From an optimization exercise on the open Yosys and OpenROAD flow, aimed at small area, a short achievable clock period and few clock cycles; shortcuts taken in it are not production practice.

PW:
==> module top_module2, before the edit <==
module top_module2 (input [3:0] start_adress, input [7:0] data_in, input clock, input Start, input reset,
  output logic [15:0] out_put_det3, output logic Done, output logic [3:0] adress);
  logic [10:1] ph;             
  logic add_q0, add_q2;        
  logic [3:0] base;            
  logic [7:0] dr;              
  logic [15:0] cs_s, cs_c;     
  logic [15:0] q1, q0;
  wire go = Done & Start;
  logic [3:0] off;
  always @(*) begin
    off = 4'd0;
    if (ph[1]) off = 4'd4;
    if (ph[2]) off = 4'd2;
    if (ph[3]) off = 4'd3;
    if (ph[4]) off = 4'd1;
    if (ph[5]) off = 4'd5;
    if (ph[7]) off = 4'd8;
    if (ph[8]) off = 4'd6;
    if (ph[9]) off = 4'd7;
  end
  assign adress = Done ? start_adress : base + off;
  always @(posedge clock or posedge reset) begin
    if (reset) begin
      Done   <= 1'b1;
      ph     <= '0;
      add_q0 <= 1'b0;
      add_q2 <= 1'b1;
    end else begin
      Done   <= Done ? ~Start : ph[10];
      ph     <= {ph[9:1], go};
      add_q0 <= ph[4] | ph[5] | ph[6];
      add_q2 <= ph[8] | ph[9] | ph[10] | (Done & ~Start);
    end
  end
  wire [15:0] m = (ph[7] | ph[8] | ph[9]) ? q1 : {{8{dr[7]}}, dr};
  wire sub_next = ph[2] | ph[4] | ph[6];
  wire op_next = ~Done & ~ph[10];
  wire [8:0] de = {data_in, 1'b0};
  logic [3:0] e_one, e_two, e_neg;
  always @(*) begin
    for (int j = 0; j < 4; j++) begin
      e_one[j] = op_next & (de[2*j+1] ^ de[2*j]);
      e_two[j] = op_next & ((de[2*j+2] & ~de[2*j+1] & ~de[2*j]) | (~de[2*j+2] & de[2*j+1] & de[2*j]));
      e_neg[j] = op_next & (de[2*j+2] ^ sub_next);
    end
  end
  wire [15:0] ps, pc;
  mul16cs mul (.m(m), .one(e_one), .two(e_two), .neg(e_neg), .rs(ps), .rc(pc));
  wire [15:0] add = ({16{add_q0}} & q0) | ({16{add_q2}} & out_put_det3);
  wire [15:0] t_s = add ^ cs_s ^ cs_c;
  wire [15:0] t_c = (add & cs_s) | (add & cs_c) | (cs_s & cs_c);
  wire [15:0] r = t_s + {t_c[14:0], 1'b0};
  always @(posedge clock) begin
    if (go) base <= start_adress;
    dr <= data_in;
    cs_s <= ps;
    cs_c <= pc;
    out_put_det3 <= r;
    q1 <= out_put_det3;
    q0 <= q1;
  end
endmodule
==> flow/config.mk <==
export PLATFORM = sky130hd
export DESIGN_NAME = top_module2
export DESIGN_NICKNAME = top_module2
export VERILOG_FILES = /design/flow/design.v
export SDC_FILE = /design/flow/constraint.sdc
export NUM_CORES = 4
export LEC_CHECK = 0
export CAP_MARGIN = 20
export CORE_MARGIN = 2
export CORE_UTILIZATION = 40
export SETUP_SLACK_MARGIN = 3.6
export SLEW_MARGIN = 20
==> flow/constraint.sdc <==
create_clock -name core_clock -period 7.0 [get_ports {clock}]
set_input_delay 1.4000 -clock core_clock [delete_from_list [all_inputs] [get_ports {clock}]]
set_output_delay 1.4000 -clock core_clock [all_outputs]
set_load 0.01 [all_outputs]
standard.sh (not shown) runs the stock make flow with config.mk's settings and CLKGATE_MAP_FILE= SYNTH_SCRIPT=/design/flow/synth_recipe.tcl, a recipe that flattens the netlist after the stock synthesis.
==> flow/flow/run.sh <==
#!/bin/bash
# The standard layout, with plain buffers (buf_2) on the ports instead of the
# default port buffer cell. Every port still gets its buffer.
set -euo pipefail
export BUFFER_PORTS_ARGS="-buffer_cell sky130_fd_sc_hd__buf_2"
bash standard.sh > standard.log 2>&1
Edits applied to the flow inputs when going from PW to AL:
--- a/flow/design.v
+++ b/flow/design.v
@@ -260,8 +260,10 @@
   output logic [15:0] out_put_det3, output logic Done, output logic [3:0] adress);
   logic [10:1] ph;             
   logic add_q0, add_q2;        
+  logic m_a, m_q;              
   logic [3:0] base;            
-  logic [7:0] dr;              
+  logic [7:0] ra;              
+  logic [3:0] b_one, b_two, b_neg;   
   logic [15:0] cs_s, cs_c;     
   logic [15:0] q1, q0;
   wire go = Done & Start;
@@ -273,9 +275,9 @@
     if (ph[3]) off = 4'd3;
     if (ph[4]) off = 4'd1;
     if (ph[5]) off = 4'd5;
-    if (ph[7]) off = 4'd8;
-    if (ph[8]) off = 4'd6;
-    if (ph[9]) off = 4'd7;
+    if (ph[6]) off = 4'd8;
+    if (ph[7]) off = 4'd6;
+    if (ph[8]) off = 4'd7;
   end
   assign adress = Done ? start_adress : base + off;
   always @(posedge clock or posedge reset) begin
@@ -284,34 +286,41 @@
       ph     <= '0;
       add_q0 <= 1'b0;
       add_q2 <= 1'b1;
+      m_a    <= 1'b0;
+      m_q    <= 1'b0;
     end else begin
       Done   <= Done ? ~Start : ph[10];
       ph     <= {ph[9:1], go};
       add_q0 <= ph[4] | ph[5] | ph[6];
       add_q2 <= ph[8] | ph[9] | ph[10] | (Done & ~Start);
+      m_a    <= ph[5];
+      m_q    <= ph[6] | ph[7] | ph[8];
     end
   end
-  wire [15:0] m = (ph[7] | ph[8] | ph[9]) ? q1 : {{8{dr[7]}}, dr};
-  wire sub_next = ph[2] | ph[4] | ph[6];
-  wire op_next = ~Done & ~ph[10];
+  wire sub_next = ph[1] | ph[3] | ph[5];
+  wire run_next = go | (~Done & ~ph[9] & ~ph[10]);
   wire [8:0] de = {data_in, 1'b0};
   logic [3:0] e_one, e_two, e_neg;
   always @(*) begin
     for (int j = 0; j < 4; j++) begin
-      e_one[j] = op_next & (de[2*j+1] ^ de[2*j]);
-      e_two[j] = op_next & ((de[2*j+2] & ~de[2*j+1] & ~de[2*j]) | (~de[2*j+2] & de[2*j+1] & de[2*j]));
-      e_neg[j] = op_next & (de[2*j+2] ^ sub_next);
+      e_one[j] = run_next & (de[2*j+1] ^ de[2*j]);
+      e_two[j] = run_next & ((de[2*j+2] & ~de[2*j+1] & ~de[2*j]) | (~de[2*j+2] & de[2*j+1] & de[2*j]));
+      e_neg[j] = run_next & (de[2*j+2] ^ sub_next);
     end
   end
+  wire [15:0] m = m_q ? q1 : m_a ? {{8{ra[7]}}, ra} : {{8{data_in[7]}}, data_in};
   wire [15:0] ps, pc;
-  mul16cs mul (.m(m), .one(e_one), .two(e_two), .neg(e_neg), .rs(ps), .rc(pc));
+  mul16cs mul (.m(m), .one(b_one), .two(b_two), .neg(b_neg), .rs(ps), .rc(pc));
   wire [15:0] add = ({16{add_q0}} & q0) | ({16{add_q2}} & out_put_det3);
   wire [15:0] t_s = add ^ cs_s ^ cs_c;
   wire [15:0] t_c = (add & cs_s) | (add & cs_c) | (cs_s & cs_c);
   wire [15:0] r = t_s + {t_c[14:0], 1'b0};
   always @(posedge clock) begin
     if (go) base <= start_adress;
-    dr <= data_in;
+    if (go) ra <= data_in;
+    b_one <= e_one;
+    b_two <= e_two;
+    b_neg <= e_neg;
     cs_s <= ps;
     cs_c <= pc;
     out_put_det3 <= r;
### Flow results
AL against PW: number of design-rule violations left by the first detailed-router iteration has decreased; maximum frequency went down; reg2reg setup slack moved up; multi-input gate area in the final layout lower.
Via count: PW and AL compared, higher one is PW
Comparing PW and AL, via count of the first global-routing pass is higher on AL.
Compare PW and AL | row count higher: AL
Relative to PW, the inverter count measured on AL has increased slightly.
NOTE: cell count in AL exceeds that of PW
AL — final worst setup slack 0.17 ns lower, PW as reference
Compared with PW, area after detailed placement in AL increased by a few percent.
The run showing the smaller post-cts sizing count is AL.
No functional check of the RTL was part of any run of this note.

-- afterwards: timing with drivers on the ports --
The results above use ideal ports. As a check the final layouts listed here were re-extracted and re-timed, cells and wires unchanged. Step 1 sets driving cells, clkbuf_16 on the clock port and buf_2 on the other inputs (assumed; they add their load-dependent delay and slew). Step 2 adds t to the input delays and takes it off the output delays; t is the mean of the earliest and latest rising clock arrival at the registers after step 1. Input paths then give back, and output paths get back, about the clock's delay inside the block. Slacks: ideal / step 1 / step 2; pairs: ideal / step 1.
run | t, ns | slack for setup (ns) | worst setup path after step 2
PW | 0.398 | 3.322 / 3.285 / 2.902 | input to register
AL | 0.445 | 3.151 / 3.111 / 3.168 | input to register
After both steps setup and hold are still met in every run listed. The setup slack of PW, which loses most, moves by -0.037 ns with the drivers and by -0.420 ns with both steps.
